Source: an optimization exercise on an open RTL-to-GDS flow (aim: small area and a short achievable clock period). Production flows keep margins and buffers that such runs may drop. RTL that was checked went through simulation tests only; none was proved equivalent to the original. Only the layout flow was run in run 1; the RTL was not checked for function there. Power is estimated from default activity; no workload was simulated.

### design.v
module cam(clk, enable,
	       data_in,
	       MatchEn, WriteEn,
	       WriteAddr,
	       MatchAddr, Match
	       );
input clk, enable;
input [15:0] data_in;
input MatchEn, WriteEn;
input [7:0] WriteAddr;
output [7:0] MatchAddr;
output Match;
reg Match;
reg [7:0] MatchAddr;
wire        wr  = enable & WriteEn;
wire [15:0] wlo = 16'd1 << WriteAddr[3:0];
wire [15:0] whi = {15'd0, wr} << WriteAddr[7:4];
wire [255:0] mm;       
wire [63:0]  a_any;    
wire [127:0] a_idx;
wire [15:0]  b_none;   
wire [63:0]  b_idx;
wire [3:0]   c_any;    
wire [23:0]  c_idx;
wire         d_none;   
wire [7:0]   d_idx;
genvar g;
generate
	for (g = 0; g < 256; g = g + 1) begin : ent
		wire we = whi[g / 16] & wlo[g % 16];
		cam_row u (.clk(clk), .we(we), .we_n(~we), .d(data_in), .mismatch(mm[g]));
	end
	for (g = 0; g < 64; g = g + 1) begin : la
		cam_pe4_leaf u (.none(mm[4*g +: 4]), .any(a_any[g]), .idx(a_idx[2*g +: 2]));
	end
	for (g = 0; g < 16; g = g + 1) begin : lb
		cam_pe4_any #(.W(2)) u (.any(a_any[4*g +: 4]), .idx(a_idx[8*g +: 8]),
		                        .none(b_none[g]), .oidx(b_idx[4*g +: 4]));
	end
	for (g = 0; g < 4; g = g + 1) begin : lc
		cam_pe4_none #(.W(4)) u (.none(b_none[4*g +: 4]), .idx(b_idx[16*g +: 16]),
		                         .any(c_any[g]), .oidx(c_idx[6*g +: 6]));
	end
endgenerate
cam_pe4_any #(.W(6)) ld (.any(c_any), .idx(c_idx), .none(d_none), .oidx(d_idx));
wire search = enable & MatchEn;
always @(posedge clk) begin
	Match     <= search & ~d_none;
	MatchAddr <= {8{search}} & d_idx;
end
endmodule
module cam_pe4_leaf(none, any, idx);
input  [3:0] none;
output       any;
output [1:0] idx;
assign any    = ~&none;
assign idx[1] = none[0] & none[1] & ~(none[2] & none[3]);
assign idx[0] = none[0] & (~none[1] | (none[2] & ~none[3]));
endmodule
module cam_pe4_any(any, idx, none, oidx);
parameter W = 2;
input  [3:0]     any;
input  [4*W-1:0] idx;
output           none;
output [W+1:0]   oidx;
assign none = ~|any;
assign oidx[W+1] = ~any[0] & ~any[1] & (any[2] | any[3]);
assign oidx[W]   = ~any[0] & (any[1] | (~any[2] & any[3]));
assign oidx[W-1:0] = idx[0 +: W]
                   | ({W{~any[0]}} & idx[W +: W])
                   | ({W{~any[0] & ~any[1]}} & idx[2*W +: W])
                   | ({W{~any[0] & ~any[1] & ~any[2]}} & idx[3*W +: W]);
endmodule
module cam_pe4_none(none, idx, any, oidx);
parameter W = 2;
input  [3:0]     none;
input  [4*W-1:0] idx;
output           any;
output [W+1:0]   oidx;
assign any = ~&none;
assign oidx[W+1] = none[0] & none[1] & ~(none[2] & none[3]);
assign oidx[W]   = none[0] & (~none[1] | (none[2] & ~none[3]));
assign oidx[W-1:0] = idx[0 +: W]
                   | ({W{none[0]}} & idx[W +: W])
                   | ({W{none[0] & none[1]}} & idx[2*W +: W])
                   | ({W{none[0] & none[1] & none[2]}} & idx[3*W +: W]);
endmodule
module cam_row(clk, we, we_n, d, mismatch);
input clk, we, we_n;
input [15:0] d;
output mismatch;
reg [15:0] q;
always @(posedge clk)
	q <= (q & {16{we_n}}) | (d & {16{we}});
assign mismatch = |(q ^ d);
endmodule
### flow/run.sh
#!/bin/bash
set -euo pipefail
bash standard.sh SETUP_SLACK_MARGIN=6.5 finish > standard_flow.log 2>&1
### standard.sh
#!/bin/bash
# synth_recipe.tcl (not shown) runs the flow's synth.tcl, then flattens the netlist and writes it again
# the make line also repeats each setting of config.mk as NAME=value (left out here)
make -C /OpenROAD-flow-scripts/flow DESIGN_CONFIG=/design/flow/config.mk WORK_HOME=/design/flow/orfs CLKGATE_MAP_FILE= SYNTH_SCRIPT=/design/flow/synth_recipe.tcl "${@:-finish}"
### config.mk
export PLATFORM = sky130hd
export DESIGN_NAME = cam
export DESIGN_NICKNAME = cam
export VERILOG_FILES = /design/flow/design.v
export SDC_FILE = /design/flow/constraint.sdc
export NUM_CORES = 4
export LEC_CHECK = 0
export CAP_MARGIN = 20
export CORE_MARGIN = 2
export CORE_UTILIZATION = 60
export CTS_BUF_LIST = sky130_fd_sc_hd__clkbuf_8
export SETUP_SLACK_MARGIN = 5
export SLEW_MARGIN = 20
export SYNTH_HIERARCHICAL = 1
export TNS_END_PERCENT = 5
### constraint.sdc
create_clock -name core_clock -period 10.0 [get_ports {clk}]
set_input_delay 2.0000 -clock core_clock [delete_from_list [all_inputs] [get_ports {clk}]]
set_output_delay 2.0000 -clock core_clock [all_outputs]
set_load 0.01 [all_outputs]
==> results of run 1 <==
-- critical path, delay by kind of cell --
kind | cells | cell delay (ns)
simple gates | 3 | 0.79
xor+xnor | 1 | 0.17
compound gates | 7 | 1.44
buf+inv | 4 | 0.78
-- registers in the layout, indices dropped and copies added (netlist names) --
signal and cells:
Match 1, MatchAddr 8, ent.u.q 4096
-- timing repair --
action	in CTS	in global routing
resized for setup	773	229
pin swaps	163	135
setup endpoints to repair	4114	3471
gates cloned	170	22
buffers inserted	306	124
hold buffers	0	0
-- where the power goes --
group | switching, W | leakage [nW] | total, W | internal [W]
registers | 0.000330 | 33.2 | 0.0172 | 0.0168
logic | 0.00222 | 53.0 | 0.00371 | 0.00150
clock network | 0.00705 | 7.93 | 0.0150 | 0.00800
total | 0.00959 | 94.1 | 0.0359 | 0.0263
-- through the flow --
step | hold slack, ns | area [sq um]
6_report | 0.491 | 208000
5_1_grt | 0.505 | 208000
4_1_cts | 0.492 | 205000
3_5_place_dp | 0.473 | 180000
3_3_place_gp | 0.472 | 180000
2_1_floorplan | 0.459 | 176000
-- kinds of logic after synthesis --
group / Yosys count / synth area share, %
buffers and inverters: 1237 / 3.49
XOR/XNOR: 4096 / 20.5
AO/OA/AOI/OAI: 4411 / 21.7
AND/OR/NAND/NOR: 2123 / 7.35
flip-flops: 4105 / 46.9
-- worst paths after layout --
kind	end	slack (ns)	depth (start not counted)
setup / recovery	MatchAddr[1]	5.93	15
hold / removal	ent[171].u.q[14]	0.49	1
setup reg to reg	MatchAddr[1]	7.09	13
hold reg to reg	ent[171].u.q[14]	0.49	1
-- final cells by class --
cell class,instances,area (sq um)
Multi-Input combinational cell,10635,90500
Fill cell,20871,82600
Sequential cell,4105,82200
Timing Repair Buffer,1061,16500
Clock buffer,880,12100
Tap cell,3900,4880
Clock inverter,323,1640
Inverter,34,136
Antenna cell,31,77.6
-- cell usage after synthesis, types with 7 or more instances --
library cell     n  share of area, %
a21boi_1        64              0.27
buf_1           34             0.073
clkbuf_2       515               1.5
xor2_1        4096                20
o21ai_1         22             0.063
and3_1           8             0.029
nand4_1        326               1.2
buf_4            9             0.039
buf_6           11             0.071
nor2_1          37             0.079
nand2b_1        70              0.25
nand4bb_1        7             0.045
nor3_1         223              0.64
nor4_1        1040               3.7
a22o_2         256               1.5
o31ai_1         32              0.14
inv_2           32             0.069
nand2_1         66              0.14
dfxtp_1       4105                47
clkbuf_1        90              0.19
a22o_1        3840                19
buf_2          542               1.5
a21oi_1        193              0.55
nand3_1        256              0.73
nor3_2          50              0.29
-- Yosys stat by module, one instance, submodules excluded, a selection --
module	copies in the design	cell area, sq um	flip-flops and latches	cells inside
cam_pe4_leaf	64	28.8	0	5
cam_row	256	653	16	57
cam	1	4440	9	757
-- per-layer routing --
metal	track usage (%)	up-vias	part of all wire [%]
li1	-	60792	-
met1	56.6	71922	38
met2	65.2	8380	42
met3	10.5	2066	11
met4	30.8	18	7.8
met5	0	-	0.023
==> results.json, run 1 <==
{
  "max_stage_delay_ns": 0.48,
  "hpwl_mm": 321,
  "drc": 0,
  "finalSetupViolations": 0,
  "syn_area_per_cell_sq_um": 11.0,
  "synth-edff-count": 0,
  "dp.cells": 19112,
  "yosys_warnings": 8,
  "initial_core_util_pct": 60.2,
  "crit_fanout": 15,
  "wirelength_mm": 689,
  "dr.pass1.iters": 8,
  "maxCapViolCount": 0,
  "final_common_cell": "dfxtp_1",
  "ys_seq_elements": 4105,
  "power_density_nw_per_um2": 173,
  "async_flop_share_pct": 0,
  "area_delta_synth_final_pct": 18.8,
  "grt_max_degree": 69,
  "rsz0062_at_grt": "yes",
  "cts_tree": "yes",
  "yosysSeqAreaShare_pct": 46.9,
  "drive_above_1_share_pct": 17.2,
  "leakagePower_nw": 94.1,
  "nets": 16533,
  "synth_cell_types": 45,
  "die_x_um": 544,
  "cts_buffer_depth": 4,
  "die_area_sq_um": 296000,
  "min_period_over_period_pct": 40.7,
  "rows": 198,
  "crit_path_start_kind": "primary input",
  "vias": 143178,
  "synthFlopType": "dfxtp_1",
  "status": "finished clean",
  "min_period_ns": 4.07,
  "top_level_ports": 37,
  "place_ws_ns": 2.91,
  "cp.required_ns": 11.18,
  "cts_buffers": 668,
  "antenna_found_initial": 36,
  "worst_ir_drop_vdd_mv": 0.137,
  "grt_overflow": 0,
  "rr_startpoint": "ent[91].u.q[4]",
  "cp_slowest_cell": "o31ai_2",
  "path_cells": "buf_16 > buf_12 > buf_12 > bufbuf_16 > xor2_1 > nor4_1 > nand4_1 > a21oi_1 > a21oi_2 > o31ai_2 > a21oi_1 > o21ai_1 > a21oi_2 > o21ai_2 > and3_1",
  "worst_slew_pin_slew_ns": 1.13,
  "critPathArrivalTime_ns": 5.25,
  "syn_area_sq_um": 175000,
  "grt_pass1_wl_mm": 965,
  "h-tree-depth": 6,
  "fin_cells": 20969,
  "drt_iter0_drc": 16432,
  "via_per_inst": 6.83,
  "clk_pin_slew_ns": 0.06,
  "portBuffers": 36,
  "relSlewSlack_pct": 24.4,
  "hold_start": "ent[171].u.q[14]",
  "fin_ws_ns": 5.93,
  "fmax_mhz": 246,
  "track_usage_pct": 44.1,
  "finClkSkew_ns": 0.0564,
  "critPathKind": "in2reg",
  "antenna_left": 0,
  "place_congestion": 0.887,
  "min_path_type": "reg2reg",
  "clk_latency_ns": 1.24,
  "cts_num_sinks": 4105,
  "syn_inst": 15972,
  "layout_common_cells": "4098 x dfxtp_1, 4092 x xor2_1, 3840 x a22o_1",
  "die_y_um": 544,
  "crit_start": "data_in[7]",
  "core-area_sq_um": 291000,
  "grt_pass1_vias": 137301,
  "critical_path.endpoint_type": "flip-flop",
  "tns_ns": 0,
  "drt-wirelength-per-cell_um": 32.8,
  "utilization_pct": 71.6,
  "synth_fp_nets": 16000,
  "p_total_w": 0.0359,
  "slew_viol_final": 0,
  "final_hold_viol_count": 0,
  "root_buffer": "clkbuf_8"
}
==> run 2, diff against run 1 <==
--- a/design.v
+++ b/design.v
@@ -16,4 +16,5 @@
 wire [15:0] wlo = 16'd1 << WriteAddr[3:0];
 wire [15:0] whi = {15'd0, wr} << WriteAddr[7:4];
+wire [15:0] wdata_n = ~data_in;
 wire [255:0] mm;       
 wire [63:0]  a_any;    
@@ -29,5 +30,6 @@
 	for (g = 0; g < 256; g = g + 1) begin : ent
 		wire we = whi[g / 16] & wlo[g % 16];
-		cam_row u (.clk(clk), .we(we), .we_n(~we), .d(data_in), .mismatch(mm[g]));
+		cam_row u (.clk(clk), .we(we), .we_n(~we), .key(data_in), .wdata_n(wdata_n),
+		           .mismatch(mm[g]));
 	end
 	for (g = 0; g < 64; g = g + 1) begin : la
@@ -86,11 +88,12 @@
                    | ({W{none[0] & none[1] & none[2]}} & idx[3*W +: W]);
 endmodule
-module cam_row(clk, we, we_n, d, mismatch);
+module cam_row(clk, we, we_n, key, wdata_n, mismatch);
 input clk, we, we_n;
-input [15:0] d;
+input [15:0] key;
+input [15:0] wdata_n;
 output mismatch;
-reg [15:0] q;
+reg [15:0] q_n;
 always @(posedge clk)
-	q <= (q & {16{we_n}}) | (d & {16{we}});
-assign mismatch = |(q ^ d);
+	q_n <= (q_n & {16{we_n}}) | (wdata_n & {16{we}});
+assign mismatch = |(q_n ~^ key);
 endmodule
--- a/config.mk
+++ b/config.mk
@@ -9,5 +9,6 @@
 export CORE_MARGIN = 2
 export CORE_UTILIZATION = 60
-export CTS_BUF_LIST = sky130_fd_sc_hd__clkbuf_8
+export CTS_CLUSTER_DIAMETER = 60
+export CTS_CLUSTER_SIZE = 24
 export SETUP_SLACK_MARGIN = 5
 export SLEW_MARGIN = 20
==> run 2 against run 1 <==
Effect of this change:
- now fails the layout checks on max-slew violations
- area after synthesis about the same
- critical path type unchanged
- first-iteration DRC count up 23%
- combinational power up 15%
- highest routed layer unchanged
- die area about the same
- worst hold slack better by 0.017 ns
- sequential share of layout area up 0.62 points
- register-to-register slack about the same
- count of clock-buffer cells in the layout down 555
- utilization down 1.1 points
- clock power down 14%
==> results.json, run 2 <==
{
  "cts_num_sinks": 4105,
  "hold_buffers": 0,
  "grt_overflow": 0,
  "leakagePower_nw": 71.3,
  "rows": 198,
  "yosys_warnings": 8,
  "power_density_nw_per_um2": 167,
  "netlist_top_cells_count": "4105 x dfxtp_1, 4096 x xnor2_1, 3840 x a22o_1, 1040 x nor4_1, 542 x buf_2",
  "cp.required_ns": 10.85,
  "synth_top_cell_by_area": "dfxtp_1",
  "grt_pass1_wl_mm": 1010,
  "yosysMostFrequentCell": "dfxtp_1",
  "h-tree-depth": 5,
  "path_cells": "buf_16 > buf_16 > buf_16 > xnor2_1 > nor4_1 > nand4_1 > nand4_1 > buf_4 > inv_2 > a21oi_4 > o31ai_4 > a21oi_2 > o21ai_2 > a21oi_2 > o21ai_1 > and3_1",
  "portBuffers": 36,
  "grt_max_degree": 120,
  "syn_area_sq_um": 175000,
  "worst_ir_drop_vdd_mv": 0.189,
  "dr.pass1.iters": 8,
  "drt_iter0_drc": 20173,
  "rr_startpoint": "ent[163].u.q_n[10]",
  "p_switching_w": 0.00949,
  "drc": 0,
  "synth-edff-count": 0,
  "synth_top_area_share_pct": 46.9,
  "fin_ws_ns": 5.76,
  "fmax_mhz": 236,
  "min_period_over_period_pct": 42.4,
  "synth_fp_nets": 16016,
  "endpoint": "MatchAddr[0]",
  "ys_seq_elements": 4105,
  "largest_reg_flops": 4096,
  "tns_ns": 0,
  "crit_path_start_kind": "primary input",
  "clkPwrFrac_pct": 37.6,
  "ff2ff_setup_slack_ns": 7.09,
  "finClkSkew_ns": 0.0307,
  "ff2ff_path_depth": 13,
  "root_buffer": "clkbuf_16",
  "internal_power_w": 0.0248,
  "combPwrFrac_pct": 12.4,
  "slew_viol_final": 57,
  "hold_start": "ent[230].u.q_n[13]",
  "max_stage_delay_ns": 0.42,
  "final_common_cell": "dfxtp_1",
  "relSlewSlack_pct": -7.97,
  "worst_slew_pin_slew_ns": 1.62,
  "synthFlopType": "dfxtp_1",
  "layout_common_cells": "4096 x dfxtp_1, 4091 x xnor2_1, 3840 x a22o_1",
  "final_hold_viol_count": 0,
  "antenna_left": 0,
  "synth_area_leaders": "dfxtp_1 47%, xnor2_1 20%, a22o_1 19%, nor4_1 3.7%, buf_2 1.5%",
  "switching_share_pct": 27.7,
  "regMostFlops": "ent.u.q_n",
  "register_area_sq_um": 82200,
  "fin_cells": 20360,
  "maxCapViolCount": 0,
  "status": "finished with violations",
  "antenna_found_initial": 21,
  "die_y_um": 544,
  "place_ws_ns": 3.13,
  "drive_above_1_share_pct": 15.6,
  "place_congestion": 0.907,
  "violatedChecks": "max-slew violations",
  "via_per_inst": 7.15,
  "die_x_um": 544,
  "clk_latency_ns": 0.95,
  "dp.cells": 19056,
  "track_usage_pct": 47.1,
  "grt_pass1_vias": 136067,
  "core-area_sq_um": 291000,
  "synth_cell_types": 45,
  "rsz0062_at_grt": "yes",
  "critPathKind": "in2reg",
  "top_level_ports": 37,
  "vias": 145584,
  "wirelength_mm": 745,
  "p_total_w": 0.0343,
  "crit_top_cell": "buf_16",
  "crit_start": "data_in[1]",
  "cts_tree": "yes",
  "fillerInstances": 20951,
  "async_flop_share_pct": 0,
  "utilization_pct": 70.5,
  "crit_fanout": 10,
  "nets": 16240,
  "yosysSeqAreaShare_pct": 46.9,
  "area_delta_synth_final_pct": 16.9,
  "hpwl_mm": 331,
  "cts_buffer_depth": 4,
  "reg.largest.list": "ent.u.q_n x4096, MatchAddr x8, Match x1",
  "syn_area_per_cell_sq_um": 11.0,
  "drt-wirelength-per-cell_um": 36.6,
  "syn_inst": 15988,
  "clk_pin_slew_ns": 0.09,
  "cp_slowest_cell": "a21oi_4",
  "finalSetupViolations": 0,
  "pwr-share-seq_pct": 50.0,
  "timing.rr.end": "MatchAddr[0]",
  "critPathArrivalTime_ns": 5.09,
  "critical_path.endpoint_type": "flip-flop",
  "min_path_type": "reg2reg",
  "cts_buffers": 283,
  "die_area_sq_um": 296000,
  "min_period_ns": 4.24,
  "multi_input_area_sq_um": 90900,
  "initial_core_util_pct": 60.3
}
==> run 2: modules after synthesis (local to each module, per instance), a selection <==
module	cell area [sq um]	cells
cam_pe4_leaf	28.8	5
cam_row	653	57
cam	4500	773
==> run 2: logic make-up after synthesis <==
kind of cell | synth area share, %
and+or+nand+nor | 7.34
xor gates and xnor gates | 20.5
buffers and inverters | 3.52
AOI/OAI and AO/OA | 21.7
DFF | 46.9
==> run 2: worst min path at each step <==
| stage | endpoint | slack (ns) | cells after the start |
|---|---|---|---|
| global placement | ent[53].u.q_n[14] | 0.49 | 1 |
| floorplan | ent[0].u.q_n[14] | 0.48 | 1 |
| CTS | ent[13].u.q_n[1] | 0.51 | 1 |
| global route | ent[153].u.q_n[4] | 0.52 | 1 |
| finish | ent[230].u.q_n[13] | 0.51 | 1 |
| detailed placement | ent[240].u.q_n[14] | 0.49 | 1 |
==> run 2: layer usage <==
layer | wire (um) | up-vias | global-route usage (%)
met4 | 68700 | 8 | 36.6
met2 | 307000 | 9919 | 68.6
met1 | 271000 | 73011 | 60.1
met3 | 97900 | 2661 | 11.1
li1 | - | 59985 | -
met5 | 57 | - | 0
==> run 2: layout make-up <==
cell class | count | area share (%)
clock inverters | 187 | 1.05
diodes | 21 | 0.0257
multi-input cells | 10633 | 44.4
flip-flops and latches | 4105 | 40.1
well taps | 3900 | 2.38
repair buffers | 1130 | 8.10
clock buffers | 325 | 3.74
inverters | 50 | 0.125
repair inverters | 9 | 0.0244
==> run 2: worst max-delay path, delay by kind of cell <==
| kind | cells | cell delay (ns) |
|---|---|---|
| xor gates and xnor gates | 1 | 0.10 |
| and+or+nand+nor | 4 | 0.89 |
| AOI/OAI and AO/OA | 6 | 1.19 |
| buffers and inverters | 5 | 0.82 |
==> run 2: per-stage QoR <==
stage,instance area [sq um],hold slack [ns]
after floorplan,175000,0.476
after global placement,179000,0.486
after CTS,199000,0.510
after detailed placement,179000,0.491
final,205000,0.508
after global routing,205000,0.519
==> run 2: repair_timing <==
| item | CTS | global route |
|---|---|---|
| pin swaps | 142 | 237 |
| resized for setup | 672 | 379 |
| endpoints found under the setup margin | 4114 | 3994 |
| cloned | 150 | 47 |
| buffers inserted | 306 | 266 |
| hold endpoints to repair | 0 | 0 |
==> run 2: power groups by stage <==
stage                     Clock [W]  Sequential, W  Combinational, W
after floorplan                   0         0.0174           0.00188
after global placement            0         0.0175           0.00320
after detailed placement          0         0.0175           0.00325
after CTS                    0.0128         0.0171           0.00386
after global routing         0.0134         0.0172           0.00428
final                        0.0129         0.0171           0.00425
==> run 3, diff against run 2 <==
--- a/config.mk
+++ b/config.mk
@@ -9,6 +9,5 @@
 export CORE_MARGIN = 2
 export CORE_UTILIZATION = 60
-export CTS_CLUSTER_DIAMETER = 60
-export CTS_CLUSTER_SIZE = 24
+export CTS_BUF_LIST = sky130_fd_sc_hd__clkbuf_8
 export SETUP_SLACK_MARGIN = 5
 export SLEW_MARGIN = 20
==> run 3 against run 2 <==
Effect of this change:
- count of clock-buffer cells in the layout increased by 524
- combinational power decreased by 2%
- largest cell class unchanged
- global-route usage increased by 0.86 points
- now clean on timing, DRC and antenna
- area after synthesis unchanged
- synthesized cell count unchanged
- setup slack improved by 0.24 ns
- register-to-register slack got worse by 0.06 ns
- worst hold slack got worse by 0.0052 ns
==> results.json, run 3 <==
{
  "clk_pin_slew_ns": 0.06,
  "synth_top_area_share_pct": 46.9,
  "combPwrFrac_pct": 11.5,
  "critical_path.endpoint_type": "flip-flop",
  "drc": 0,
  "hpwl_mm": 331,
  "grt_pass1_vias": 140592,
  "finalSetupViolations": 0,
  "final_common_cell": "dfxtp_1",
  "yosysMostFrequentCell": "dfxtp_1",
  "area_delta_synth_final_pct": 17.7,
  "synth_top_cell_by_area": "dfxtp_1",
  "die_x_um": 544,
  "path_cells": "buf_16 > buf_16 > buf_4 > buf_16 > clkinvlp_4 > buf_12 > buf_6 > a22o_1",
  "yosysSeqAreaShare_pct": 46.9,
  "cp.required_ns": 11.16,
  "multi_input_area_sq_um": 90800,
  "yosys_warnings": 8,
  "p_switching_w": 0.00977,
  "cts_buffers": 671,
  "pwr-share-seq_pct": 47.5,
  "antenna_found_initial": 14,
  "h-tree-depth": 6,
  "wirelength_mm": 740,
  "synthFlopType": "dfxtp_1",
  "min_path_type": "reg2reg",
  "nets": 16446,
  "maxCapViolCount": 0,
  "crit_top_cell": "buf_16",
  "die_y_um": 544,
  "max_stage_delay_ns": 0.76,
  "ys_seq_elements": 4105,
  "initial_core_util_pct": 60.3,
  "fin_hold_ws_ns": 0.503,
  "dr.pass1.iters": 6,
  "grt_pass1_wl_mm": 1030,
  "cts_num_sinks": 4105,
  "top_level_ports": 37,
  "finClkSkew_ns": 0.0696,
  "place_congestion": 0.907,
  "slew_viol_final": 0,
  "grt_max_degree": 128,
  "synth_fp_nets": 16016,
  "crit_path_start_kind": "primary input",
  "worst_ir_drop_vdd_mv": 0.127,
  "via_per_inst": 7.04,
  "cp_slowest_cell": "buf_12",
  "status": "finished clean",
  "track_usage_pct": 48.0,
  "worst_slew_pin_slew_ns": 1.31,
  "hold_start": "ent[218].u.q_n[5]",
  "antenna_left": 0,
  "relSlewSlack_pct": 12.9,
  "portBuffers": 36,
  "crit_start": "data_in[10]",
  "min_period_ns": 4.00,
  "register_area_sq_um": 82200,
  "drive_above_1_share_pct": 16.8,
  "power_density_nw_per_um2": 175,
  "clkPwrFrac_pct": 40.9,
  "rsz0062_at_grt": "yes",
  "syn_inst": 15988,
  "layout_common_cells": "4096 x dfxtp_1, 4090 x xnor2_1, 3840 x a22o_1",
  "cts_buffer_depth": 4,
  "fillerInstances": 21033,
  "leakagePower_nw": 73.1,
  "tns_ns": 0,
  "drt_iter0_drc": 19257,
  "largest_reg_flops": 4096,
  "regMostFlops": "ent.u.q_n",
  "cts_tree": "yes",
  "synth-edff-count": 0,
  "netlist_top_cells_count": "4105 x dfxtp_1, 4096 x xnor2_1, 3840 x a22o_1, 1040 x nor4_1, 542 x buf_2",
  "die_area_sq_um": 296000,
  "hold_buffers": 0,
  "synth_area_leaders": "dfxtp_1 47%, xnor2_1 20%, a22o_1 19%, nor4_1 3.7%, buf_2 1.5%",
  "fin_ws_ns": 6.00,
  "final_hold_viol_count": 0,
  "rr_startpoint": "ent[114].u.q_n[3]",
  "drt-wirelength-per-cell_um": 35.5,
  "critPathArrivalTime_ns": 5.16,
  "crit_fanout": 117,
  "root_buffer": "clkbuf_8",
  "rows": 198,
  "synth_cell_types": 45,
  "switching_share_pct": 27.1,
  "grt_overflow": 0,
  "async_flop_share_pct": 0,
  "place_ws_ns": 3.13,
  "fmax_mhz": 250,
  "min_period_over_period_pct": 40.0,
  "clk_latency_ns": 1.27,
  "internal_power_w": 0.0263,
  "syn_area_per_cell_sq_um": 11.0,
  "syn_area_sq_um": 175000,
  "critPathKind": "in2reg",
  "reg.largest.list": "ent.u.q_n x4096, MatchAddr x8, Match x1",
  "core-area_sq_um": 291000,
  "vias": 146523
}
-- run 3: cell count changes in the layout (fill, tap and decap cells not counted), moves of 19 or more --
| cell | change |
|---|---|
| clkinv_4 | -25 |
| nand3_2 | +70 |
| inv_1 | +206 |
| clkbuf_16 | -335 |
| clkbuf_8 | +841 |
| nor4_1 | +36 |
| inv_8 | -19 |
| buf_12 | -21 |
| clkinv_2 | +33 |
| nand3_1 | -57 |
| buf_4 | -114 |
| inv_6 | -34 |
| nor4_2 | -38 |
-- run 3: logic make-up (layout without fill, tap and decap cells) --
| logic type | after synthesis | in the layout | share of synthesized area [%] |
|---|---|---|---|
| compound gates | 4411 | 4411 | 21.7 |
| xor+xnor | 4096 | 4096 | 20.5 |
| buf+inv | 1253 | 2161 | 3.52 |
| flops | 4105 | 4105 | 46.9 |
| other cells | 0 | 12 | 0 |
| simple gates | 2123 | 2126 | 7.34 |
-- run 3: final timing paths --
check                                          to  slack (ns)  depth (start not counted)
worst max-delay path            ent[30].u.q_n[10]        6.00                          8
worst max register to register       MatchAddr[0]        7.03                         12
worst min register to register  ent[218].u.q_n[5]        0.50                          1
worst min-delay path            ent[218].u.q_n[5]        0.50                          1
-- run 3: power by group through the flow --
stage               Clock, W  Sequential [W]  Combinational, W
CTS                   0.0147          0.0172           0.00394
floorplan                  0          0.0174           0.00188
detailed placement         0          0.0175           0.00325
finish                0.0148          0.0172           0.00416
global placement           0          0.0175           0.00320
global route          0.0154          0.0172           0.00420
-- run 3: repair_timing --
action | CTS | global route
gates resized for setup | 855 | 204
buffers inserted | 326 | 82
pin swaps | 215 | 101
cloned | 168 | 10
setup endpoints to repair | 4114 | 3955
-- run 3: routing by layer --
layer / part of all wire (%) / up-vias / global-route usage (%)
met5: 0.013 / - / 0
met2: 41 / 10071 / 69.4
li1: - / 60489 / -
met3: 13 / 2815 / 12.4
met4: 9.4 / 14 / 38.7
met1: 37 / 73134 / 60.3
-- run 3: Yosys stat by module (local to each module, per instance), a selection --
module | cells | times used | flops+latches
cam | 773 | 1 | 9
cam_row | 57 | 256 | 16
cam_pe4_leaf | 5 | 64 | 0
-- run 3: cell type report --
cell class / count / share of cell area (%)
well taps: 3900 / 2.37
inverters: 50 / 0.123
repair inverters: 5 / 0.0134
flip-flops and latches: 4105 / 39.9
clock buffers: 849 / 5.67
clock inverters: 305 / 0.770
multi-input cells: 10633 / 44.0
diodes: 12 / 0.0146
repair buffers: 952 / 7.13
-- run 3: metrics by stage --
step	total power, W	instances	utilization, %	cell area (sq um)
after floorplan	0.0193	15988	-	175000
after global placement	0.0207	19054	61.5	179000
after detailed placement	0.0208	19056	61.5	179000
after CTS	0.0358	20704	70.2	204000
after global routing	0.0369	20801	70.9	206000
final	0.0361	20811	70.9	206000
-- run 3: worst max-delay path, delay by kind of cell --
kind,cells,cell delay (ns)
buf+inv,7,2.66
compound gates,1,0.24
==> run 4, diff against run 3 <==
--- a/design.v
+++ b/design.v
@@ -17,4 +17,5 @@
 wire [15:0] whi = {15'd0, wr} << WriteAddr[7:4];
 wire [15:0] wdata_n = ~data_in;
+wire search = enable & MatchEn;
 wire [255:0] mm;       
 wire [63:0]  a_any;    
@@ -34,5 +35,5 @@
 	end
 	for (g = 0; g < 64; g = g + 1) begin : la
-		cam_pe4_leaf u (.none(mm[4*g +: 4]), .any(a_any[g]), .idx(a_idx[2*g +: 2]));
+		cam_pe4_leaf u (.search(search), .none(mm[4*g +: 4]), .any(a_any[g]), .idx(a_idx[2*g +: 2]));
 	end
 	for (g = 0; g < 16; g = g + 1) begin : lb
@@ -46,17 +47,17 @@
 endgenerate
 cam_pe4_any #(.W(6)) ld (.any(c_any), .idx(c_idx), .none(d_none), .oidx(d_idx));
-wire search = enable & MatchEn;
 always @(posedge clk) begin
-	Match     <= search & ~d_none;
-	MatchAddr <= {8{search}} & d_idx;
+	Match     <= ~d_none;
+	MatchAddr <= d_idx;
 end
 endmodule
-module cam_pe4_leaf(none, any, idx);
+module cam_pe4_leaf(search, none, any, idx);
+input        search;
 input  [3:0] none;
 output       any;
 output [1:0] idx;
-assign any    = ~&none;
-assign idx[1] = none[0] & none[1] & ~(none[2] & none[3]);
-assign idx[0] = none[0] & (~none[1] | (none[2] & ~none[3]));
+assign any    = search & ~&none;
+assign idx[1] = search & none[0] & none[1] & ~(none[2] & none[3]);
+assign idx[0] = search & none[0] & (~none[1] | (none[2] & ~none[3]));
 endmodule
 module cam_pe4_any(any, idx, none, oidx);
--- a/config.mk
+++ b/config.mk
@@ -8,5 +8,5 @@
 export CAP_MARGIN = 20
 export CORE_MARGIN = 2
-export CORE_UTILIZATION = 60
+export CORE_UTILIZATION = 65
 export CTS_BUF_LIST = sky130_fd_sc_hd__clkbuf_8
 export SETUP_SLACK_MARGIN = 5
==> run 4 against run 3 <==
Effect of this change:
- sequential cell count is the same
- die area shrank 7.2%
- setup slack gained 0.074 ns
- critical path type unchanged
- via count grew 2.3%
- cell count shrank 0.11%
- synthesized cell count grew 0.75%
- utilization grew 6.6 points
- clock skew shrank 0.017 ns
- non-clock buffer count grew 181
- fmax grew 1.9%
- sequential share of layout area shrank 0.43 points
- final area grew 1.1%
==> results.json, run 4 <==
{
  "status": "finished clean",
  "whs_endpoint": "ent[187].u.q_n[11]",
  "min_period_ns": 3.92,
  "wirelength_mm": 717,
  "die_y_um": 524,
  "grt_max_degree": 121,
  "timing.rr.end": "MatchAddr[0]",
  "top_level_ports": 37,
  "drive_above_1_share_pct": 18.3,
  "multi_input_area_sq_um": 92400,
  "syn_area_sq_um": 176000,
  "initial_core_util_pct": 65.5,
  "grt_overflow": 0,
  "nets": 16739,
  "antenna_left": 0,
  "area_delta_synth_final_pct": 18.5,
  "holdPathStages": 1,
  "final_common_cell": "dfxtp_1",
  "slew_viol_final": 0,
  "register_area_sq_um": 82200,
  "finClkSkew_ns": 0.0527,
  "hold_buffers": 0,
  "yosysMostFrequentCell": "dfxtp_1",
  "cp.required_ns": 11.18,
  "clk_pin_slew_ns": 0.06,
  "synth_top_cell_by_area": "dfxtp_1",
  "async_flop_share_pct": 0,
  "finalSetupViolations": 0,
  "rows": 190,
  "worst_ir_drop_vdd_mv": 0.158,
  "rr_startpoint": "ent[90].u.q_n[13]",
  "grt_pass1_wl_mm": 983,
  "critPathKind": "in2reg",
  "fmax_mhz": 255,
  "cts_tree": "yes",
  "ff2ff_setup_slack_ns": 7.07,
  "layout_common_cells": "4097 x dfxtp_1, 4088 x xnor2_1, 3840 x a22o_1",
  "hpwl_mm": 334,
  "cts_buffers": 655,
  "min_path_type": "reg2reg",
  "design_area_sq_um": 208000,
  "track_usage_pct": 48.3,
  "crit_path_start_kind": "primary input",
  "rsz0062_at_grt": "yes",
  "leakagePower_nw": 73.1,
  "ys_seq_elements": 4105,
  "dr.pass1.iters": 8,
  "ff2ff_path_depth": 11,
  "post_dp_cell_area_sq_um": 180000,
  "cts_num_sinks": 4105,
  "root_buffer": "clkbuf_8",
  "synth_top_area_share_pct": 46.7,
  "clk_latency_ns": 1.28,
  "power_density_nw_per_um2": 172,
  "grt_pass1_vias": 141450,
  "syn_area_per_cell_sq_um": 10.9,
  "cts_buffer_depth": 4,
  "synth_area_leaders": "dfxtp_1 47%, xnor2_1 20%, a22o_1 19%, nor4_1 3.7%, buf_2 1.6%",
  "largest_reg_flops": 4096,
  "drt-wirelength-per-cell_um": 34.5,
  "drc": 0,
  "core-area_sq_um": 269000,
  "critPathArrivalTime_ns": 5.11,
  "crit_fanout": 38,
  "worst_slew_pin_slew_ns": 1.35,
  "place_congestion": 0.942,
  "antenna_found_initial": 22,
  "maxCapViolCount": 0,
  "drt_iter0_drc": 20318,
  "relSlewSlack_pct": 10.2,
  "tns_ns": 0,
  "final_hold_viol_count": 0,
  "yosys_warnings": 8,
  "fillerInstances": 17282,
  "critical_path.endpoint_type": "flip-flop",
  "synth_fp_nets": 16136,
  "netlist_top_cells_count": "4105 x dfxtp_1, 4096 x xnor2_1, 3840 x a22o_1, 1040 x nor4_1, 550 x buf_2",
  "reg.largest.list": "ent.u.q_n x4096, MatchAddr x8, Match x1",
  "regMostFlops": "ent.u.q_n",
  "synth-edff-count": 0,
  "synthFlopType": "dfxtp_1",
  "yosysSeqAreaShare_pct": 46.7,
  "h-tree-depth": 6,
  "via_per_inst": 7.21,
  "die_x_um": 524,
  "portBuffers": 36,
  "syn_inst": 16108,
  "vias": 149864,
  "hold_start": "ent[187].u.q_n[11]",
  "die_area_sq_um": 275000,
  "min_period_over_period_pct": 39.2,
  "synth_cell_types": 44
}
==> run 4: metrics by stage <==
stage	worst slack [ns]	util (%)	hold slack [ns]	power [W]	std cells
floorplan	5.06	-	0.476	0.0194	16108
global placement	3.23	66.9	0.486	0.0207	18861
detailed placement	3.10	66.9	0.491	0.0208	18863
CTS	6.17	75.0	0.506	0.0354	20351
global route	6.08	77.6	0.513	0.0367	20765
finish	6.08	77.6	0.502	0.0359	20789
==> run 4: per-module statistics from Yosys, one instance, submodules excluded, excerpt <==
| module | copies in the design | area [sq um] |
|---|---|---|
| cam_row | 256 | 653 |
| cam | 1 | 4440 |
| cam_pe4_leaf | 64 | 41.3 |
==> run 4: critical path, stage by stage <==
cell        delay (ns)
buf_16            0.16
buf_4             0.19
buf_16            0.18
clkinvlp_4        0.67
buf_4             0.67
buf_4             0.80
a22o_1            0.24
==> run 4: logic make-up after synthesis <==
family | count (synthesis) | synth area share (%)
AOI/OAI and AO/OA | 4475 | 22.0
DFF | 4105 | 46.7
xor gates and xnor gates | 4096 | 20.4
and+or+nand+nor | 2114 | 7.24
buffers and inverters | 1318 | 3.64
==> run 4: final cells by class <==
type	instances	share of cell area [%]
Antenna cell	31	0.0372
Clock buffer	837	5.53
Clock inverter	315	0.761
Inverter	115	0.240
Multi-Input combinational cell	10693	44.3
Sequential cell	4105	39.4
Tap cell	3552	2.13
Timing Repair Buffer	1133	7.52
Timing Repair inverter	8	0.0216
==> run 4: worst max-delay path by stage <==
stage	cells past startpoint	startpoint	slack [ns]	end
2_1_floorplan	2	data_in[3]	5.06	ent[0].u.q_n[3]
3_3_place_gp	13	data_in[0]	3.23	MatchAddr[1]
3_5_place_dp	13	data_in[0]	3.10	MatchAddr[0]
4_1_cts	1	Match	6.17	Match
5_1_grt	15	data_in[3]	6.08	MatchAddr[0]
6_report	7	data_in[8]	6.08	ent[120].u.q_n[8]
==> run 4: what timing repair did <==
action                      CTS  global route
buffers inserted            224           353
pin swaps                   122           250
gates resized for setup     640           432
setup endpoints to repair  4051          3937
gates cloned                112            50
==> run 4: metal layers <==
layer / routed length (um) / track usage, % / part of all wire [%]
met5: 171 / 0 / 0.024
met1: 252000 / 60.2 / 35
met4: 68200 / 37.0 / 9.5
met3: 102000 / 13.5 / 14
met2: 295000 / 70.9 / 41
==> run 4: where the power goes <==
part / internal, W / switching, W / total, W
Sequential: 0.0168 / 0.000341 / 0.0172
Combinational: 0.00173 / 0.00243 / 0.00416
Clock: 0.00766 / 0.00695 / 0.0146
==> run 5, diff against run 4 <==
--- a/config.mk
+++ b/config.mk
@@ -8,5 +8,5 @@
 export CAP_MARGIN = 20
 export CORE_MARGIN = 2
-export CORE_UTILIZATION = 65
+export CORE_UTILIZATION = 60
 export CTS_BUF_LIST = sky130_fd_sc_hd__clkbuf_8
 export SETUP_SLACK_MARGIN = 5
==> run 5 against run 4 <==
Effect of this change:
- worst hold slack worse by 0.00052 ns
- count of clock-buffer cells in the layout is 15 higher
- utilization is 6.4 points lower
- sequential power hardly changed
- critical path depth is 8 higher
- final area is 0.56% lower
- die area is 8.3% higher
- clock skew is 0.0027 ns lower
- total power is 0.46% higher
- critical endpoint is now Match
- area after synthesis stayed put
- register-to-register slack hardly changed
==> results.json, run 5 <==
{
  "dr.pass1.iters": 8,
  "crit_fanout": 12,
  "yosysSeqAreaShare_pct": 46.7,
  "use_met2_pct": 69.2,
  "grt_overflow": 0,
  "internal_power_w": 0.0263,
  "synth-edff-count": 0,
  "yosysMostFrequentCell": "dfxtp_1",
  "antenna_left": 0,
  "antenna_found_initial": 29,
  "synth_top_cell_by_area": "dfxtp_1",
  "die_y_um": 545,
  "clkPwrFrac_pct": 40.9,
  "root_buffer": "clkbuf_8",
  "path_cells": "buf_16 > buf_16 > buf_12 > buf_12 > xnor2_1 > nor4_2 > nand4_1 > a41oi_4 > nor4_4 > nand4_1 > buf_6 > buf_12 > or2_4 > nor3_2 > inv_1",
  "status": "finished clean",
  "switching_share_pct": 27.0,
  "drt-wirelength-per-cell_um": 35.2,
  "cp.required_ns": 11.15,
  "rsz0062_at_grt": "yes",
  "critPathKind": "in2reg",
  "use_met3_pct": 12.4,
  "ys_seq_elements": 4105,
  "cts_buffer_depth": 4,
  "worst_ir_drop_vdd_mv": 0.138,
  "wirelength_mm": 740,
  "p_switching_w": 0.00976,
  "async_flop_share_pct": 0,
  "crit_top_cell": "buf_12",
  "synth_area_leaders": "dfxtp_1 47%, xnor2_1 20%, a22o_1 19%, nor4_1 3.7%, buf_2 1.6%",
  "min_path_type": "reg2reg",
  "power_density_nw_per_um2": 174,
  "via_per_inst": 7.07,
  "portBuffers": 36,
  "min_period_ns": 3.92,
  "syn_inst": 16108,
  "combPwrFrac_pct": 11.5,
  "hpwl_mm": 345,
  "crit_buf_inv": 7,
  "clk_pin_slew_ns": 0.07,
  "drt_iter0_drc": 19416,
  "worst_slew_pin_slew_ns": 1.31,
  "cp_top_family": "simple AND/OR/NAND/NOR gates",
  "relSlewSlack_pct": 12.2,
  "post_dp_cell_area_sq_um": 180000,
  "design_area_sq_um": 207000,
  "synth_fp_nets": 16136,
  "max_stage_delay_ns": 0.65,
  "min_period_over_period_pct": 39.2,
  "critical_path.endpoint_type": "flip-flop",
  "syn_area_per_cell_sq_um": 10.9,
  "pwr-share-seq_pct": 47.5,
  "top_usage_layer": "met2",
  "core-area_sq_um": 291000,
  "synth_cell_types": 44,
  "cts_num_sinks": 4105,
  "syn_area_sq_um": 176000,
  "regMostFlops": "ent.u.q_n",
  "clk_latency_ns": 1.26,
  "grt_pass1_wl_mm": 1040,
  "h-tree-depth": 6,
  "yosys_warnings": 8,
  "rows": 198,
  "finalSetupViolations": 0,
  "largest_reg_flops": 4096,
  "top_level_ports": 37,
  "nets": 16608,
  "track_usage_pct": 47.5,
  "place_congestion": 0.886,
  "cts_tree": "yes",
  "vias": 148385,
  "slew_viol_final": 0,
  "die_area_sq_um": 297000,
  "tns_ns": 0,
  "reg.largest.list": "ent.u.q_n x4096, MatchAddr x8, Match x1",
  "crit_path_start_kind": "primary input",
  "final_common_cell": "dfxtp_1",
  "finClkSkew_ns": 0.0500,
  "die_x_um": 545,
  "final_hold_viol_count": 0,
  "grt_max_degree": 124,
  "cts_buffers": 663,
  "drive_above_1_share_pct": 17.1,
  "maxCapViolCount": 0,
  "area_delta_synth_final_pct": 17.9,
  "synth_top_area_share_pct": 46.7,
  "netlist_top_cells_count": "4105 x dfxtp_1, 4096 x xnor2_1, 3840 x a22o_1, 1040 x nor4_1, 550 x buf_2",
  "synthFlopType": "dfxtp_1",
  "fmax_mhz": 255,
  "drc": 0,
  "layout_common_cells": "4096 x dfxtp_1, 4086 x xnor2_1, 3840 x a22o_1",
  "critPathArrivalTime_ns": 5.07,
  "grt_pass1_vias": 142376,
  "cp_slowest_cell": "nor4_4",
  "leakagePower_nw": 72.1,
  "grt_use_met1_pct": 59.4,
  "initial_core_util_pct": 60.4
}
## run 5: final timing paths
check / startpoint / to / slack, ns / cells after the start
worst min-delay path: ent[225].u.q_n[8] / ent[225].u.q_n[8] / 0.50 / 1
worst max register to register: ent[7].u.q_n[11] / Match / 7.08 / 12
worst max-delay path: data_in[6] / Match / 6.08 / 15
worst min register to register: ent[225].u.q_n[8] / ent[225].u.q_n[8] / 0.50 / 1
## run 5: final cells by class
| class | instances | area (sq um) |
|---|---|---|
| Multi-Input combinational cell | 10691 | 91600 |
| Fill cell | 21153 | 84100 |
| Sequential cell | 4105 | 82200 |
| Timing Repair Buffer | 1000 | 14700 |
| Clock buffer | 852 | 11700 |
| Tap cell | 3900 | 4880 |
| Clock inverter | 310 | 1590 |
| Inverter | 115 | 500 |
| Antenna cell | 21 | 52.6 |
| Timing Repair inverter | 4 | 20.0 |
## run 5: power groups by stage
stage	logic, W	registers [W]	clock network [W]
2_1_floorplan	0.00192	0.0174	0
3_3_place_gp	0.00325	0.0175	0
3_5_place_dp	0.00331	0.0175	0
4_1_cts	0.00396	0.0172	0.0147
5_1_grt	0.00420	0.0172	0.0155
6_report	0.00416	0.0172	0.0148
## run 5: worst register-to-register path, stage by stage (launching register included)
cell and delay, ns:
dfxtp_1 0.34, xnor2_1 0.25, nor4_1 0.08, nand4_1 0.09, buf_4 0.16, a41oi_4 0.20
nor4_4 0.73, nand4_1 0.22, buf_6 0.18, buf_12 0.13, or2_4 0.28, nor3_2 0.11
inv_1 0.05
## run 5: timing repair
item | CTS | global route
gates cloned | 151 | 7
setup endpoints to repair | 3944 | 2571
setup buffers | 363 | 76
pin swaps | 261 | 65
gates resized for setup | 859 | 118
hold buffers | 0 | 0
## run 5: logic make-up (layout without fill, tap and decap cells)
| family | count (synthesis) | after routing | share of synthesized area, % |
|---|---|---|---|
| AO/OA/AOI/OAI | 4475 | 4475 | 22.0 |
| flip-flops | 4105 | 4105 | 46.7 |
| XOR/XNOR | 4096 | 4096 | 20.4 |
| AND/OR/NAND/NOR | 2114 | 2120 | 7.24 |
| buffers and inverters | 1318 | 2281 | 3.64 |
| other | 0 | 21 | 0 |
## run 5: per-module statistics from Yosys (local to each module, per instance), excerpt
module / times used / cell area (sq um) / flip-flops and latches / cells inside
cam: 1 / 4440 / 9 / 765
cam_row: 256 / 653 / 16 / 57
cam_pe4_leaf: 64 / 41.3 / 0 / 7
## run 5: metrics by stage
stage	utilization (%)	total power, W	setup slack (ns)	instances	hold WS [ns]
final	71.1	0.0361	6.08	20998	0.502
after global routing	71.1	0.0369	6.08	20987	0.512
after CTS	70.6	0.0358	6.14	20891	0.506
after detailed placement	61.9	0.0208	3.01	19215	0.491
after global placement	61.9	0.0207	3.09	19214	0.486
after floorplan	-	0.0194	5.06	16108	0.476
## run 5: layer usage
layer / wire length, um / vias to the layer above
li1: - / 61057
met1: 270000 / 74032
met2: 307000 / 10365
met3: 93500 / 2921
met4: 69500 / 10
met5: 68 / -
==> run 6, diff against run 5 <==
--- a/config.mk
+++ b/config.mk
@@ -9,7 +9,6 @@
 export CORE_MARGIN = 2
 export CORE_UTILIZATION = 60
-export CTS_BUF_LIST = sky130_fd_sc_hd__clkbuf_8
 export SETUP_SLACK_MARGIN = 5
-export SLEW_MARGIN = 20
+export SLEW_MARGIN = 30
 export SYNTH_HIERARCHICAL = 1
 export TNS_END_PERCENT = 5
==> run 6 against run 5 <==
Effect of this change:
- via count shrank 1.8%
- fmax decreased by 8.3%
- total power increased by 4.5%
- final area is 0.34% higher
==> results.json, run 6 <==
{
  "leakagePower_nw": 71.5,
  "relSlewSlack_pct": 19.9,
  "track_usage_pct": 46.1,
  "drt_iter0_drc": 19434,
  "min_path_type": "reg2reg",
  "critPathKind": "in2reg",
  "dr.pass1.iters": 8,
  "synth_top_area_share_pct": 46.7,
  "drive_above_1_share_pct": 15.8,
  "use_met3_pct": 11.8,
  "drc": 0,
  "drt-wirelength-per-cell_um": 35.1,
  "rsz0062_at_grt": "yes",
  "top_level_ports": 37,
  "grt_use_met1_pct": 57.7,
  "layout_common_cells": "4096 x xnor2_1, 4096 x dfxtp_1, 3840 x a22o_1",
  "min_period_over_period_pct": 42.8,
  "worst_slew_pin_slew_ns": 1.20,
  "synth_area_leaders": "dfxtp_1 47%, xnor2_1 20%, a22o_1 19%, nor4_1 3.7%, buf_2 1.6%",
  "syn_area_sq_um": 176000,
  "cts_num_sinks": 4105,
  "die_y_um": 545,
  "clk_latency_ns": 1.01,
  "hpwl_mm": 346,
  "finClkSkew_ns": 0.0354,
  "slew_viol_final": 0,
  "vias": 145782,
  "antenna_found_initial": 32,
  "cp.required_ns": 10.85,
  "regMostFlops": "ent.u.q_n",
  "rows": 198,
  "cts_tree": "yes",
  "core-area_sq_um": 291000,
  "synth_top_cell_by_area": "dfxtp_1",
  "top_usage_layer": "met2",
  "h-tree-depth": 5,
  "tns_ns": 0,
  "clk_pin_slew_ns": 0.06,
  "status": "finished clean",
  "grt_overflow": 0,
  "async_flop_share_pct": 0,
  "grt_max_degree": 120,
  "fin_hold_ws_ns": 0.503,
  "synth_fp_nets": 16136,
  "netlist_top_cells_count": "4105 x dfxtp_1, 4096 x xnor2_1, 3840 x a22o_1, 1040 x nor4_1, 550 x buf_2",
  "critPathArrivalTime_ns": 5.12,
  "syn_area_per_cell_sq_um": 10.9,
  "cts_buffers": 419,
  "portBuffers": 36,
  "synth_cell_types": 44,
  "fmax_mhz": 234,
  "synthFlopType": "dfxtp_1",
  "min_period_ns": 4.28,
  "via_per_inst": 7.10,
  "die_x_um": 545,
  "place_congestion": 0.886,
  "reg.largest.list": "ent.u.q_n x4096, MatchAddr x8, Match x1",
  "die_area_sq_um": 297000,
  "final_hold_viol_count": 0,
  "nets": 16320,
  "antenna_left": 0,
  "utilization_pct": 71.4,
  "critical_path.endpoint_type": "flip-flop",
  "grt_pass1_wl_mm": 1010,
  "use_met2_pct": 68.3,
  "crit_fanout": 13,
  "syn_inst": 16108,
  "fillerInstances": 20874,
  "yosysSeqAreaShare_pct": 46.7,
  "initial_core_util_pct": 60.4,
  "worst_ir_drop_vdd_mv": 0.178,
  "ys_seq_elements": 4105,
  "root_buffer": "clkbuf_16",
  "maxCapViolCount": 0,
  "yosysMostFrequentCell": "dfxtp_1",
  "largest_reg_flops": 4096,
  "crit_path_start_kind": "primary input",
  "finalSetupViolations": 0,
  "grt_pass1_vias": 139203,
  "power_density_nw_per_um2": 181,
  "synth-edff-count": 0,
  "cts_buffer_depth": 4,
  "yosys_warnings": 8,
  "area_delta_synth_final_pct": 18.3,
  "wirelength_mm": 722
}
run 6: cell counts after synthesis:
Identical to the previous run, type by type.
run 6: what timing repair did:
item                                    in CTS  in global routing
gates cloned                               117                 12
endpoints found under the setup margin    4114               3567
hold buffers                                 0                  0
pin swaps                                  187                 77
gates resized for setup                    805                191
buffers inserted                           317                104
run 6: final timing paths:
kind | from | to | slack, ns | cells after the start
worst max register to register | ent[67].u.q_n[1] | MatchAddr[1] | 7.03 | 11
worst min register to register | ent[119].u.q_n[8] | ent[119].u.q_n[8] | 0.50 | 1
worst max-delay path | data_in[15] | MatchAddr[0] | 5.72 | 16
worst min-delay path | ent[119].u.q_n[8] | ent[119].u.q_n[8] | 0.50 | 1
run 6: through the flow:
step,std cells,area [sq um],worst slack (ns),total power [W]
4_1_cts,20408,205000,5.98,0.0374
3_5_place_dp,19220,180000,3.01,0.0208
5_1_grt,20535,208000,5.70,0.0384
3_3_place_gp,19214,180000,3.09,0.0207
2_1_floorplan,16108,177000,5.06,0.0194
6_report,20545,208000,5.72,0.0377
run 6: area by class of cell:
type                    instances  area [sq um]  share of cell area (%)
well taps                    3900          4880                    2.35
multi-input cells           10692         92200                    44.4
diodes                         20          50.0                  0.0241
repair inverters                5          27.5                  0.0132
inverters                     115           495                   0.238
clock buffers                 614         12300                    5.92
clock inverters               140          1940                   0.932
repair buffers                954         13800                    6.64
flip-flops and latches       4105         82200                    39.5
run 6: where the power goes:
| part | internal [W] | switching [W] | total (W) |
|---|---|---|---|
| registers | 0.0168 | 0.000338 | 0.0172 |
| clock network | 0.00966 | 0.00683 | 0.0165 |
| logic | 0.00167 | 0.00239 | 0.00406 |
run 6: per-module statistics from Yosys, one instance, submodules excluded, excerpt:
module / cells inside / copies in the design / cell area (sq um)
cam_pe4_leaf: 7 / 64 / 41.3
cam_row: 57 / 256 / 653
cam: 765 / 1 / 4440
run 6: metal layers:
metal	routed length (um)	share of wire, %
met4	64600	9.0
met5	23	0.0032
met1	263000	36
met3	91600	13
met2	302000	42
run 6: critical path, cell delays in order:
cell	delay, ns
buf_16	0.15
buf_12	0.21
bufbuf_16	0.40
xnor2_1	0.11
nor4_2	0.38
nand4_1	0.14
buf_4	0.19
a41oi_4	0.25
buf_4	0.19
inv_2	0.04
a21oi_1	0.18
o31ai_1	0.12
a21oi_1	0.19
o21ai_1	0.14
a21oi_4	0.26
o21ai_1	0.11
run 6: cells by family (layout without fill, tap and decap cells):
family,Yosys count,after routing,synth area share [%]
AOI/OAI and AO/OA,4475,4475,22.0
DFF,4105,4105,46.7
xor gates and xnor gates,4096,4096,20.4
and+or+nand+nor,2114,2121,7.24
buffers and inverters,1318,1828,3.64
other,0,20,0

[port drivers added, routing unchanged]
No port has a modelled driver above. Below, the same layouts with a new extraction and two added sets of constraints. Step 1 assumes that a clkbuf_16 drives the clock port and a buf_2 every other input. Step 2 adds t to the input delays and takes it off the output delays; t is the mean of the earliest and latest rising clock arrival at the registers after step 1. Input paths then give back, and output paths get back, about the clock's delay inside the block. Three values: no drivers, after step 1, after step 2; two values: the first two.
run | shift t [ns] | setup slack, ns | worst slew at a driven data input, ns
run 1 | 1.321 | 5.933 / 5.474 / 4.153 | 0.73
run 2 | 1.051 | 5.763 / 5.402 / 4.350 | 0.69
run 3 | 1.349 | 6.002 / 5.572 / 4.223 | 0.72
run 4 | 1.367 | 6.076 / 5.738 / 4.372 | 0.57
run 5 | 1.362 | 6.080 / 5.772 / 4.410 | 0.57
run 6 | 1.098 | 5.724 / 5.422 / 4.324 | 0.58
For run 1, which loses most, drivers alone change the setup slack by -0.459 ns; drivers and shift together by -1.780 ns.
